Background: an optimization exercise with open tools, aiming at small area and a short achievable clock period. Do not read the settings as production practice.
The RTL was checked by simulation tests, not by an equivalence proof against the original design.
Power figures rest on the tool's default switching activity, not on a simulated workload.

==> flow/design.v (excerpt) <==
module FIR (
	input  wire        rst_n,
	input  wire        CLK,
	input  wire [15:0] sample_in,
	input  wire        En_FIR,
	output wire [31:0] sample_out
);
Settings: LEC_CHECK=0, CAP_MARGIN=20, CORE_MARGIN=2, CORE_UTILIZATION=55, CTS_BUF_LIST=sky130_fd_sc_hd__clkbuf_4, PLACE_DENSITY=0.7, SLEW_MARGIN=20, SYNTH_HIERARCHICAL=1; clock period 24.0 ns.
standard.sh (not shown) runs the stock make flow with config.mk's settings and CLKGATE_MAP_FILE= SYNTH_SCRIPT=/design/flow/synth_recipe.tcl, a recipe that flattens the netlist after the stock synthesis.
==> flow/flow/run.sh <==
#!/bin/bash
# Own flow: the standard layout (standard.sh, unchanged synthesis), with
# timing repair aimed below the achieved period instead of the 24 ns clock,
# and port buffers of a plain buffer cell.  Each tool's output goes to its
# own log in this folder.
set -euo pipefail
export SETUP_SLACK_MARGIN=14.4
export BUFFER_PORTS_ARGS="-buffer_cell sky130_fd_sc_hd__buf_4"
bash standard.sh synth      > synth.log 2>&1
bash standard.sh floorplan  > floorplan.log 2>&1
bash standard.sh place      > place.log 2>&1
bash standard.sh cts        > cts.log 2>&1
bash standard.sh route      > route.log 2>&1
bash standard.sh finish     > finish.log 2>&1
Rerun with:
--- a/flow/config.mk
+++ b/flow/config.mk
@@ -10,3 +10 @@
-export CORE_UTILIZATION = 55
-export CTS_BUF_LIST = sky130_fd_sc_hd__clkbuf_4
-export PLACE_DENSITY = 0.7
+export CORE_UTILIZATION = 40
Outcome: First-iteration DRC count fell by 8.8%. Flip-flop and latch count stays the same. Register-to-register slack got worse by 0.05 ns. Die area rose by about 37%. Sequential share of layout area fell by 0.38 points. Utilization fell by 16 points. Area after synthesis stays the same. Clock-buffer cell count fell by 240. Critical path depth is unchanged.

========
run A:
Another version of the RTL of FIR (not shown whole).
Size: ~4,900 cells after synthesis, ~51 I/O pins, about 0.074 mm² of cells after synthesis.
clock: 24.0 ns
lec_check: 0
cap_margin: 20
core_margin: 2
core_utilization: 55
place_density: 0.7
slew_margin: 20
synth_hierarchical: 1
==> flow/flow/run.sh <==
#!/bin/bash
# Own flow: the standard layout (standard.sh, unchanged synthesis), with
# timing repair aimed below the achieved period instead of the 24 ns clock,
# port buffers of a plain buffer cell, and a clock tree with larger sink
# clusters.  Each tool's output goes to its own log in this folder.
set -euo pipefail
export SETUP_SLACK_MARGIN=14.05
export BUFFER_PORTS_ARGS="-buffer_cell sky130_fd_sc_hd__buf_4"
export CTS_ARGS="-sink_clustering_enable -repair_clock_nets -buf_list sky130_fd_sc_hd__clkbuf_8 -sink_clustering_size 18 -sink_clustering_max_diameter 60 -dont_use_dummy_load"
bash standard.sh synth      > synth.log 2>&1
bash standard.sh floorplan  > floorplan.log 2>&1
bash standard.sh place      > place.log 2>&1
bash standard.sh cts        > cts.log 2>&1
bash standard.sh route      > route.log 2>&1
bash standard.sh finish     > finish.log 2>&1
Having completed the whole flow, run A delivered a layout that passed the timing, DRC and antenna checks.
### run A -> run B
-- flow/flow/run.sh --
<<< run A, line 8
export BUFFER_PORTS_ARGS="-buffer_cell sky130_fd_sc_hd__buf_4"
export CTS_ARGS="-sink_clustering_enable -repair_clock_nets -buf_list sky130_fd_sc_hd__clkbuf_8 -sink_clustering_size 18 -sink_clustering_max_diameter 60 -dont_use_dummy_load"
bash standard.sh synth      > synth.log 2>&1
>>> run B, line 8
export BUFFER_PORTS_ARGS="-buffer_cell sky130_fd_sc_hd__buf_4"
export CTS_ARGS="-sink_clustering_enable -repair_clock_nets -buf_list sky130_fd_sc_hd__clkbuf_4 -sink_clustering_size 8 -sink_clustering_max_diameter 50 -dont_use_dummy_load"
bash standard.sh synth      > synth.log 2>&1
### Flow results
- Diff run A..run B | post-synthesis instance area | unchanged
- Changes observed in run B relative to run A: setup slack up 0.0056 ns, combinational fraction of design power decreased 0.3 points.
- Between run B and run A, the difference in total non-filler cell area in the finished layout is negligible.
- The global-route total usage across every layer reported for run B is greater than that of run A by 0.31 points.
- Between run B and run A, the maximum ir drop on the vdd rail does not differ in any meaningful way.
> inputs changed (run B -> run C)
-- flow/flow/run.sh --
<<< run B, line 8
export BUFFER_PORTS_ARGS="-buffer_cell sky130_fd_sc_hd__buf_4"
export CTS_ARGS="-sink_clustering_enable -repair_clock_nets -buf_list sky130_fd_sc_hd__clkbuf_4 -sink_clustering_size 8 -sink_clustering_max_diameter 50 -dont_use_dummy_load"
bash standard.sh synth      > synth.log 2>&1
>>> run C, line 8
export BUFFER_PORTS_ARGS="-buffer_cell sky130_fd_sc_hd__buf_4"
export CTS_ARGS="-sink_clustering_enable -repair_clock_nets -buf_list sky130_fd_sc_hd__clkbuf_8 -sink_clustering_size 12 -sink_clustering_max_diameter 50 -dont_use_dummy_load"
bash standard.sh synth      > synth.log 2>&1
Relative to run B, routed length per placed instance increased by about 0.7% in run C.
[run C vs run B] count of vias placed by the detailed router: lower in run C
Final count of hold timing violations: run C vs run B identical
> inputs changed (run C -> run D)
-- flow/flow/run.sh --
<<< run C, line 8
export BUFFER_PORTS_ARGS="-buffer_cell sky130_fd_sc_hd__buf_4"
export CTS_ARGS="-sink_clustering_enable -repair_clock_nets -buf_list sky130_fd_sc_hd__clkbuf_8 -sink_clustering_size 12 -sink_clustering_max_diameter 50 -dont_use_dummy_load"
bash standard.sh synth      > synth.log 2>&1
>>> run D, line 8
export BUFFER_PORTS_ARGS="-buffer_cell sky130_fd_sc_hd__buf_4"
export CTS_ARGS="-sink_clustering_enable -repair_clock_nets -buf_list sky130_fd_sc_hd__clkbuf_8 -sink_clustering_size 16 -sink_clustering_max_diameter 40 -dont_use_dummy_load"
bash standard.sh synth      > synth.log 2>&1
Results
The run with more routed wire is run D, not run C.
When run D is set beside run C, its clock latency on the worst-skew pair turns out to be 0.04 ns larger.
Diff run C -> run D: fmax now sits at about the same level, clock-pin slew on the worst setup and hold paths stayed essentially flat, buffers inserted during post-CTS setup optimization +6, length of routed met2 wiring climbed 880 µm.

========
## run 1
Starting RTL as in the previous note.
Settings: LEC_CHECK=0, CAP_MARGIN=20, CORE_MARGIN=2, CORE_UTILIZATION=55, PLACE_DENSITY=0.7, SLEW_MARGIN=20, SYNTH_HIERARCHICAL=1; clock period 24.0 ns.
==> flow/flow/run.sh <==
#!/bin/bash
# Own flow: the standard layout (standard.sh, unchanged synthesis), with
# timing repair aimed below the achieved period instead of the 24 ns clock,
# port buffers of a plain buffer cell, and a clock tree with larger sink
# clusters.  Each tool's output goes to its own log in this folder.
set -euo pipefail
export SETUP_SLACK_MARGIN=14.05
export BUFFER_PORTS_ARGS="-buffer_cell sky130_fd_sc_hd__buf_4"
export CTS_ARGS="-sink_clustering_enable -repair_clock_nets -buf_list sky130_fd_sc_hd__clkbuf_4 -sink_clustering_size 10 -sink_clustering_max_diameter 50 -dont_use_dummy_load"
bash standard.sh synth      > synth.log 2>&1
bash standard.sh floorplan  > floorplan.log 2>&1
bash standard.sh place      > place.log 2>&1
bash standard.sh cts        > cts.log 2>&1
bash standard.sh route      > route.log 2>&1
bash standard.sh finish     > finish.log 2>&1
Run 1 | status: complete | timing, DRC, antenna: pass
Relative to run 1, the following input files were edited for run 2:
diff --git a/flow/flow/run.sh b/flow/flow/run.sh
--- a/flow/flow/run.sh
+++ b/flow/flow/run.sh
@@ -7,5 +7,5 @@
 export SETUP_SLACK_MARGIN=14.05
 export BUFFER_PORTS_ARGS="-buffer_cell sky130_fd_sc_hd__buf_4"
-export CTS_ARGS="-sink_clustering_enable -repair_clock_nets -buf_list sky130_fd_sc_hd__clkbuf_4 -sink_clustering_size 10 -sink_clustering_max_diameter 50 -dont_use_dummy_load"
+export CTS_ARGS="-sink_clustering_enable -repair_clock_nets -buf_list sky130_fd_sc_hd__clkbuf_4 -sink_clustering_size 10 -sink_clustering_max_diameter 35 -dont_use_dummy_load"
 bash standard.sh synth      > synth.log 2>&1
 bash standard.sh floorplan  > floorplan.log 2>&1
--- outcome ---
- Maximum vdd ir drop of run 2 is on par with run 1.
- On total number of vias, the higher figure sits with run 2, not run 1.
- Run 2 -> run 1: share of the clock period used by the worst path flat
- Run 1 -> run 2: count of multi-input gates delta 0, exact match
- Delta (run 2 minus run 1): number of non-clock buffers up 3; global-route usage flat.

separate check: timing with driven ports:
Ports are ideal in the flow. The routed layouts listed here were re-timed in OpenROAD. Step 1 (the two cells are an assumption about what drives the block):
set clk [get_ports {CLK}]
set_driving_cell -lib_cell sky130_fd_sc_hd__clkbuf_16 $clk
set_driving_cell -lib_cell sky130_fd_sc_hd__buf_2 [delete_from_list [all_inputs] $clk]
Step 2, shift: input delay + t, output delay - t, t = (earliest + latest rising clock arrival at the registers) / 2. This alone moves slack from input paths to output paths. Slacks: ideal / step 1 / step 2; pairs: ideal / step 1.
run	shift t [ns]	setup slack, ns	hold WS [ns]	worst setup path after step 2	worst register clock-pin slew, ns
the first run of note 1	1.466	13.991 / 13.619 / 13.619	0.420 / 0.420 / 0.420	input to output	0.09 / 0.09
the second run of note 1	0.877	13.981 / 13.625 / 13.625	0.468 / 0.468 / 0.468	input to output	0.08 / 0.08
run A	0.863	14.000 / 13.604 / 13.326	0.437 / 0.437 / 0.437	input to register	0.12 / 0.12
run B	1.242	14.006 / 13.606 / 13.271	0.406 / 0.406 / 0.406	input to register	0.11 / 0.11
run C	0.934	14.001 / 13.607 / 13.401	0.448 / 0.448 / 0.448	input to register	0.09 / 0.09
run D	0.957	14.003 / 13.598 / 13.257	0.416 / 0.416 / 0.416	input to register	0.10 / 0.10
run 1	1.192	14.003 / 13.665 / 13.511	0.411 / 0.411 / 0.411	input to register	0.12 / 0.12
run 2	1.250	14.007 / 13.670 / 13.316	0.431 / 0.431 / 0.431	input to register	0.11 / 0.11
After both steps every run listed still meets setup and hold. For run D, which loses most, drivers alone change the setup slack by -0.405 ns; drivers and shift together by -0.746 ns.
